This is an optimization exercise on Yosys and OpenROAD, whose aim is small area, a short achievable clock period and few clock cycles, not a production implementation. Function was not checked in any run shown here: the RTL went through the layout flow alone. Power and IR drop assume default switching activity.

==> flow/design.v <==
`timescale 1 ns/1 ns
module SAD(Go, A_Addr, A_Data, B_Addr, B_Data, C_Addr, I_RW, I_En, O_RW, O_En, Done, SAD_Out, Clk, Rst);
   input Go;
   input [7:0] A_Data, B_Data;
   output [14:0] A_Addr, B_Addr;
   output [6:0] C_Addr;
   output I_RW, I_En, O_RW;
   output reg O_En, Done;
   output [31:0] SAD_Out;
   input Clk, Rst;
   reg [7:0]  L;           
   reg [6:0]  H;           
   reg        H7;
   reg [7:0]  x1;
   reg        c1;
   reg [15:0] Sum;
   reg        f2;          
   reg        l1, l2;      
   wire       busy = (|L) | (|H);
   wire       run = Go | busy;
   wire       lastpix = &L;
   wire       adv = run & lastpix;
   wire       fb = H[6] ^ H[5] ^ (H[5:0] == 6'd0);
   function [7:0] ks8;
      input [7:0] a, b;
      input cin;
      reg [7:0] g, p, g1, p1, g2, p2, g3;
      integer i;
      begin
         g = a & b;
         p = a | b;
         g[0] = g[0] | (p[0] & cin);
         for (i = 0; i < 8; i = i + 1) begin
            g1[i] = (i >= 1) ? g[i] | (p[i] & g[i-1]) : g[i];
            p1[i] = (i >= 1) ? p[i] & p[i-1] : p[i];
         end
         for (i = 0; i < 8; i = i + 1) begin
            g2[i] = (i >= 2) ? g1[i] | (p1[i] & g1[i-2]) : g1[i];
            p2[i] = (i >= 2) ? p1[i] & p1[i-2] : p1[i];
         end
         for (i = 0; i < 8; i = i + 1)
            g3[i] = (i >= 4) ? g2[i] | (p2[i] & g2[i-4]) : g2[i];
         ks8 = g3;
      end
   endfunction
   wire [7:0] nb = ~B_Data;
   wire [7:0] dc = ks8(A_Data, nb, 1'b0);
   wire [7:0] s = A_Data ^ nb ^ {dc[6:0], 1'b0};
   wire       c = dc[7];
   wire [15:0] base = f2 ? 16'd0 : Sum;
   wire [7:0]  x = x1 ^ {8{~c1}};
   wire [7:0]  lc = ks8(base[7:0], x, c1);
   wire [7:0]  lo = base[7:0] ^ x ^ {lc[6:0], c1};
   wire [7:0]  hi1 = base[15:8] + 8'd1;
   wire [7:0]  hi = lc[7] ? hi1 : base[15:8];
   assign A_Addr = {H, L};
   assign B_Addr = {H, L};
   assign C_Addr = {H7, H[6:1]};
   assign I_En = 1'b1;
   assign I_RW = 1'b0;
   assign O_RW = 1'b1;
   assign SAD_Out = {16'b0, Sum};
   always @(posedge Clk) begin
      if (Rst) begin
         L <= 8'd0;
         H <= 7'd0;
      end else begin
         L <= L + {7'd0, run};
         if (adv) H <= {H[5:0], fb};
      end
      if (adv) H7 <= H[6];
      l1 <= ~Rst & lastpix;
      x1 <= s;
      c1 <= c;
      l2 <= ~Rst & l1;
      f2 <= (L == 8'd1);
      Sum <= {hi, lo};
      O_En <= ~Rst & l2;
      Done <= ~Rst & l2 & ~busy;
   end
endmodule
==> flow/flow/run.sh <==
#!/bin/bash
# Standard layout with three changes: port buffers made of buf_1 cells
# instead of the delay buffers buffer_ports picks by default, adders left to
# ABC, and no dummy loads added to the clock tree.
set -euo pipefail
bash standard.sh \
  "BUFFER_PORTS_ARGS=-buffer_cell sky130_fd_sc_hd__buf_1" \
  ADDER_MAP_FILE= \
  "CTS_ARGS=-sink_clustering_enable -repair_clock_nets -dont_use_dummy_load" \
  finish > make_finish.log 2>&1
==> flow/standard.sh <==
#!/bin/bash
# synth_recipe.tcl (not shown) runs the flow's synth.tcl, then flattens the netlist and writes it again
# the make line also repeats each setting of config.mk as NAME=value (left out here)
make -C /OpenROAD-flow-scripts/flow DESIGN_CONFIG=/design/flow/config.mk WORK_HOME=/design/flow/orfs CLKGATE_MAP_FILE= SYNTH_SCRIPT=/design/flow/synth_recipe.tcl "${@:-finish}"
==> flow/config.mk <==
export PLATFORM = sky130hd
export DESIGN_NAME = SAD
export DESIGN_NICKNAME = SAD
export VERILOG_FILES = /design/flow/design.v
export SDC_FILE = /design/flow/constraint.sdc
export NUM_CORES = 4
export LEC_CHECK = 0
export CAP_MARGIN = 20
export CORE_MARGIN = 2
export CORE_UTILIZATION = 40
export SLEW_MARGIN = 20
==> flow/constraint.sdc <==
create_clock -name core_clock -period 8.0 [get_ports {Clk}]
set_input_delay 1.6000 -clock core_clock [delete_from_list [all_inputs] [get_ports {Clk}]]
set_output_delay 1.6000 -clock core_clock [all_outputs]
set_load 0.01 [all_outputs]
==> impl_metrics.yaml, run 1 <==
run_status:
  status: "timing/DRC/antenna clean"
timing:
  period_minus_slack_ps: 3325
  rsz0062_at_grt: "no"
  fin_skew_ps: 18.84
  fin_tns_setup_ps: 0
  post-route-period-util_pct: 41.57
  max_freq_ghz: 0.3007
  hold_violations: 0
  finalSetupViolations: 0
  worstMarginPinSlew_ps: 995.7
  relSlewSlack_pct: 33.33
  slew_violations: 0
route:
  post_drt_wl_per_cell_um: 11.41
  ant_nets: 0
  dr.pass1.iters: 4
  drt-vias-per-instance: 4.869
  vias: 2420
  post-route-drc-count: 0
  drt_first_iter_violations: 88
  drt_wl_total_um: 5669
grt:
  grt-ovfl-total: 0
  gr-usage-met1_pct: 16.74
  top_usage_layer: "met2"
  grt_antenna_before_repair: 0
  grt_util_met2_pct: 23.42
  grt_usage_pct: 13.75
  grt_use_met3_pct: 3.940
  grt_max_degree: 34
  grt_pass1_wl_um: 9418
  grt_pass1_vias: 2098
synth:
  synth-seq-area-share_pct: 31.66
  synth_area_leader_cell: "dfxtp_1"
  ys_warn_count: 1
  ys.flop_type: "dfxtp_1"
  synth.most_common_cell: "dfxtp_1"
  synthCells: 360
  ys_async_sr_fraction_pct: 0
  synthTopCellsByCount: "45 x dfxtp_1, 41 x buf_4, 30 x nor2_1, 28 x xnor2_1, 18 x o21ai_0"
  synth_seq_cells: 46
  synth_cell_type_count: 50
  synth_top_area_share_pct: 30.64
  synth_area_mm2: 0.002940
  avgSynthCellArea_um2: 8.168
  synthTopCellsByArea: "dfxtp_1 31%, buf_4 10%, xnor2_1 8.3%, nor2_1 3.8%, nor2b_1 3.2%"
  synth-edff-count: 1
power_and_ir_drop:
  total_leakage_power_nw: 1.127
  p_per_area_mw_per_mm2: 279.7
  ir_worst_vdd_uv: 112.6
  p_total_uw: 868.3
finish:
  diodes: 0
  drive_gt1_share_pct: 3.769
  final_cell_count_no_fill: 497
  final_nets: 419
  n_fill_cell: 768
  syn_to_final_growth_pct: 5.575
critical_path:
  cp-startpoint: "A_Data[0]"
  path_class: "input port to register"
  rr_startpoint: "c1"
  arrival_ps: 3490
  timing.rr.end: "Sum[13]"
  cp_max_fo: 5
  cp-endpoint: "c1"
  cp-start-kind: "input port"
  crit_path_end_kind: "register"
  critPathRequiredTime_ps: 8170
  rrSetupSlack_ps: 5210
  rr_worst_depth: 8
cts:
  path_clk_slew_ps: 80
  clk_latency_ps: 300
  cts_hold_buf: 0
  cts_max_path_buffers: 2
  cts_tree: "yes"
  cts_buffers: 5
  cts_max_level: 2
  cts_root_buffer: "clkbuf_8"
  cts_setup_buffers: 0
  cts.sinks: 46
  post_cts_resized: 0
floorplan:
  dieArea_mm2: 0.008052
  pin_count: 93
  die_h_um: 89.74
  die_w_um: 89.74
  design.core.area_mm2: 0.007176
  fp-row-count: 31
  start_util_pct: 40.98
flow_run:
  max_cap_viol_count: 0
place:
  place.gp.congestion: 0.7628
  portBuffers: 73
  dp_cells: 492
  place_hpwl_um: 4107
worst_hold_path:
  hp-class: "register to register"
## routing by layer
layer,vias to the layer above,share of wire (%),routed length [um]
met3,7,5.5,309
li1,1253,-,-
met1,1104,47,2646
met5,-,0,0
met2,56,46,2635
met4,0,1.4,77
## cells by family after synthesis
kind of cell | Yosys count | share of synthesized area [%]
DFF | 46 | 31.66
xor gates and xnor gates | 39 | 12.13
other | 2 | 0.2554
adders and majority gates | 6 | 2.170
and+or+nand+nor | 106 | 18.47
muxes | 9 | 3.064
AOI/OAI and AO/OA | 77 | 17.23
buffers and inverters | 75 | 15.02
## area by class of cell
| cell class | instances | area [um^2] | share of cell area, % |
|---|---|---|---|
| clock buffers | 5 | 68.82 | 2.217 |
| inverters | 16 | 60.06 | 1.935 |
| multi-input cells | 256 | 1632 | 52.56 |
| flip-flops and latches | 46 | 930.9 | 29.99 |
| well taps | 99 | 123.9 | 3.990 |
| repair buffers | 75 | 289.0 | 9.311 |
## per-stage QoR
stage / area, um^2 / utilization [%] / worst slack (ps) / hold slack (ps)
6_report: 3104 / 43.26 / 4675 / 458.8
4_1_cts: 3104 / 43.26 / 4653 / 460.2
2_1_floorplan: 3004 / - / 4561 / 413.8
5_1_grt: 3104 / 43.26 / 4576 / 473.0
3_5_place_dp: 3035 / 42.30 / 4347 / 429.8
3_3_place_gp: 3035 / 42.30 / 4376 / 429.5
## critical path: stages
cell      delay (ps)
buf_1             90
nor2b_1          150
maj3_2           360
maj3_2           340
maj3_2           340
a211oi_2         290
maj3_1           250
o21ai_0           70
## cell usage in the layout (no fill, tap or decap), types with 9 or more instances in the layout
master    netlist  final
nand2_1        14     14
dfxtp_1        45     45
nor2_1         30     30
xnor2_1        28     28
xor2_1         10     10
inv_1          16     16
or3_1           9      9
o21ai_0        18     18
nand2b_1       11     11
a21oi_1        17     17
nor2b_1        15     15
mux2i_1         9      9
buf_1           3     73
conb_1          2     19
## report_power, final
| part | internal (mW) | switching (mW) | total (mW) | leakage [nW] |
|---|---|---|---|---|
| Sequential | 0.274 | 0.0757 | 0.350 | 0.380 |
| Combinational | 0.181 | 0.210 | 0.391 | 0.711 |
| Clock | 0.0564 | 0.0713 | 0.128 | 0.0359 |
| Total | 0.511 | 0.357 | 0.868 | 1.13 |
## flip-flops by register name, summed over array words and instances, names as in the netlist
name  count
Done      1
H         7
H7        1
L         8
O_En      1
Sum      16
c1        1
f2        1
l1        1
l2        1
x1        8
## how the worst min path moves through the flow
stage	cells past startpoint	to	from	slack, ps
after global placement	1	l2	l1	430
final	1	l2	l1	460
after floorplan	1	l2	l1	410
after CTS	1	l2	l1	460
after detailed placement	1	l2	l1	430
after global routing	1	l2	l1	470
==> run 2, diff against run 1 <==
--- a/flow/flow/run.sh
+++ b/flow/flow/run.sh
@@ -3,3 +3,3 @@
 # instead of the delay buffers buffer_ports picks by default, adders left to
-# ABC, and no dummy loads added to the clock tree.
+# ABC, no dummy loads added to the clock tree, and timing repair aimed 5.4 ns below the period.
 set -euo pipefail
@@ -9,2 +9,3 @@
   "CTS_ARGS=-sink_clustering_enable -repair_clock_nets -dont_use_dummy_load" \
+  SETUP_SLACK_MARGIN=5.4 \
   finish > make_finish.log 2>&1
==> run 2 against run 1 <==
  * Final cell count increased by 2.2%
  * Clock power barely moved
  * Die area is the same
  * Combinational power increased by 6.4%
  * Largest cell class unchanged
  * Synthesized cell count is the same
==> impl_metrics.yaml, run 2 <==
grt:
  grt-ovfl-total: 0
  grt_usage_pct: 13.53
  grt_pass1_wl_um: 9459
  grt_antenna_before_repair: 0
  grt_max_degree: 34
  grt_pass1_vias: 2119
timing:
  post-route-period-util_pct: 39.25
  hold_violations: 0
  fin_skew_ps: 28.97
  period_minus_slack_ps: 3140
  finalSetupViolations: 0
  worstMarginPinSlew_ps: 774.0
  slew_violations: 0
  fin_tns_setup_ps: 0
  rsz0062_at_grt: "yes"
  hold_ws_ps: 450.7
  relSlewSlack_pct: 48.40
  layout_setup_ws_ps: 4860
  max_freq_ghz: 0.3185
route:
  drt-vias-per-instance: 4.827
  vias: 2452
  drt_first_iter_violations: 160
  drt_wl_total_um: 5597
  ant_nets: 0
  post-route-drc-count: 0
  dr.pass1.iters: 4
  post_drt_wl_per_cell_um: 11.02
floorplan:
  start_util_pct: 40.98
  fp-row-count: 31
  die_w_um: 89.74
  pin_count: 93
  die_h_um: 89.74
  design.core.area_mm2: 0.007176
  dieArea_mm2: 0.008052
synth:
  synth_seq_cells: 46
  synth_top_area_share_pct: 30.64
  synth_top_family_by_area: "simple AND/OR/NAND/NOR gates"
  synthTopCellsByArea: "dfxtp_1 31%, buf_4 10%, xnor2_1 8.3%, nor2_1 3.8%, nor2b_1 3.2%"
  synth_cell_type_count: 50
  synthXorXnorAreaFrac_pct: 12.13
  synth_compound_area_share_pct: 17.23
  synth-edff-count: 1
  ys_warn_count: 1
  synth-adder-area-share_pct: 2.170
  ys.flop_type: "dfxtp_1"
  ys_async_sr_fraction_pct: 0
  synthTopCellsByCount: "45 x dfxtp_1, 41 x buf_4, 30 x nor2_1, 28 x xnor2_1, 18 x o21ai_0"
  synth.most_common_cell: "dfxtp_1"
  yosys.area_share.simple_pct: 18.47
  synth-seq-area-share_pct: 31.66
  synthMuxAreaShare_pct: 3.064
  synth_area_leader_cell: "dfxtp_1"
  synthCells: 360
  synth_area_mm2: 0.002940
  avgSynthCellArea_um2: 8.168
cts:
  cts_hold_buf: 0
  path_clk_slew_ps: 100
  cts_max_level: 2
  clk_latency_ps: 310
  cts_root_buffer: "clkbuf_8"
  cts_tree: "yes"
  cts_buffers: 5
  cts.sinks: 46
  cts_max_path_buffers: 2
finish:
  regArea_um2: 939.7
  drive_gt1_share_pct: 10.27
  largest_reg_flops: 16
  top_regs: "Sum (16), L (8), x1 (8)"
  n_fill_cell: 745
  final_util_pct: 45.34
  syn_to_final_growth_pct: 10.64
  diodes: 0
  final_nets: 430
  final_cell_mix: "70 x buf_1, 38 x dfxtp_1, 30 x nor2_1"
  multi_input_area_mm2: 0.001675
  final_common_cell: "buf_1"
  regMostFlops: "Sum"
critical_path:
  path_depth: 8
  arrival_ps: 3310
  cp-start-kind: "input port"
  crit_path_end_kind: "register"
  slowest_stage: "maj3_2"
  critPathRequiredTime_ps: 8170
  rrSetupSlack_ps: 5630
  crit_buf_inv: 1
  path_common_cell: "maj3_2"
  rr_worst_depth: 8
  cp_max_fo: 2
  path_class: "input port to register"
  cp_top_family: "adder cells"
  path_cells: "buf_6 > nor2b_4 > maj3_2 > maj3_2 > maj3_2 > a211oi_4 > maj3_2 > o21ai_1"
  slowest_delay_ps: 340
power_and_ir_drop:
  ir_worst_vdd_uv: 82.41
  seq_power_share_pct: 39.5
  p_clk_share_pct: 14.2
  p_sw_share_pct: 40.33
  p_total_uw: 898.0
  p_sw_uw: 362.2
  p_per_area_mw_per_mm2: 276.0
  intPower_uw: 535.8
  total_leakage_power_nw: 1.219
  power_frac_comb_pct: 46.4
place:
  pre_cts_ws_ps: 4423
  portBuffers: 73
  place.gp.congestion: 0.7560
  place_hpwl_um: 4028
worst_hold_path:
  hp-class: "register to register"
  holdPathStages: 1
flow_run:
  max_cap_viol_count: 0
run_status:
  status: "timing/DRC/antenna clean"
-- run 2: cell counts after synthesis --
No cell type changed its count.
-- run 2: repair_timing --
item,CTS,global route
resized for setup,6,13
buffers inserted,8,3
endpoints found under the setup margin,12,15
pin swaps,8,6
endpoints found under the hold margin,0,0
-- run 2: per-layer routing --
layer / global-route usage [%] / routed length, um
met5: 0 / 0
met4: 3.462 / 58
met3: 2.682 / 261
met2: 21.72 / 2511
met1: 18.71 / 2765
-- run 2: power by group through the flow --
| stage | Clock, mW | Combinational (mW) | Sequential, mW |
|---|---|---|---|
| final | 0.127 | 0.416 | 0.354 |
| after global routing | 0.142 | 0.470 | 0.367 |
| after CTS | 0.134 | 0.411 | 0.351 |
| after detailed placement | 0 | 0.390 | 0.356 |
| after global placement | 0 | 0.385 | 0.354 |
| after floorplan | 0 | 0.334 | 0.334 |
-- run 2: worst paths after layout --
| check | start | end |
|---|---|---|
| max | A_Data[0] | c1 |
| min | l1 | l2 |
| max reg2reg | x1[0] | Sum[14] |
| min reg2reg | l1 | l2 |
-- run 2: metrics by stage --
step | std cells | instance area, um^2
3_3_place_gp | 492 | 3044
4_1_cts | 505 | 3198
6_report | 508 | 3253
5_1_grt | 508 | 3253
2_1_floorplan | 377 | 3013
3_5_place_dp | 492 | 3044
-- run 2: final cells by class --
cell class / count / share of cell area, %
multi-input combinational: 256 / 51.50
clock buffer: 5 / 2.115
tap: 99 / 3.808
sequential: 46 / 28.88
inverter: 16 / 1.846
timing repair buffer: 86 / 11.85
-- run 2: cells by family (layout without fill, tap and decap cells) --
| kind of cell | after synthesis | in the layout |
|---|---|---|
| fa+ha+maj | 6 | 6 |
| simple gates | 106 | 106 |
| xor+xnor | 39 | 39 |
| other cells | 2 | 19 |
| buf+inv | 75 | 107 |
| compound gates | 77 | 77 |
| mux | 9 | 9 |
| flops | 46 | 46 |

re-timing with driven ports:
The results above use ideal ports. As a check the final layouts listed here were re-extracted and re-timed, cells and wires unchanged. Step 1 assumes that a clkbuf_16 drives the clock port and a buf_2 every other input. Step 2, shift: input delay + t, output delay - t, t = (earliest + latest rising clock arrival at the registers) / 2. This alone moves slack from input paths to output paths. a / b / c = ideal ports / drivers / drivers and shift; a / b = the first two.
run | t (ns) | setup slack, ns | clock arrival spread, ns | worst register clock-pin slew, ns
run 1 | 0.317 | 4.675 / 4.680 / 4.363 | 0.019 / 0.020 | 0.08 / 0.08
run 2 | 0.319 | 4.860 / 4.855 / 4.536 | 0.031 / 0.030 | 0.10 / 0.10
After both steps every run listed still meets setup and hold. The setup slack of run 2, which loses most, moves by -0.005 ns with the drivers and by -0.324 ns with both steps.
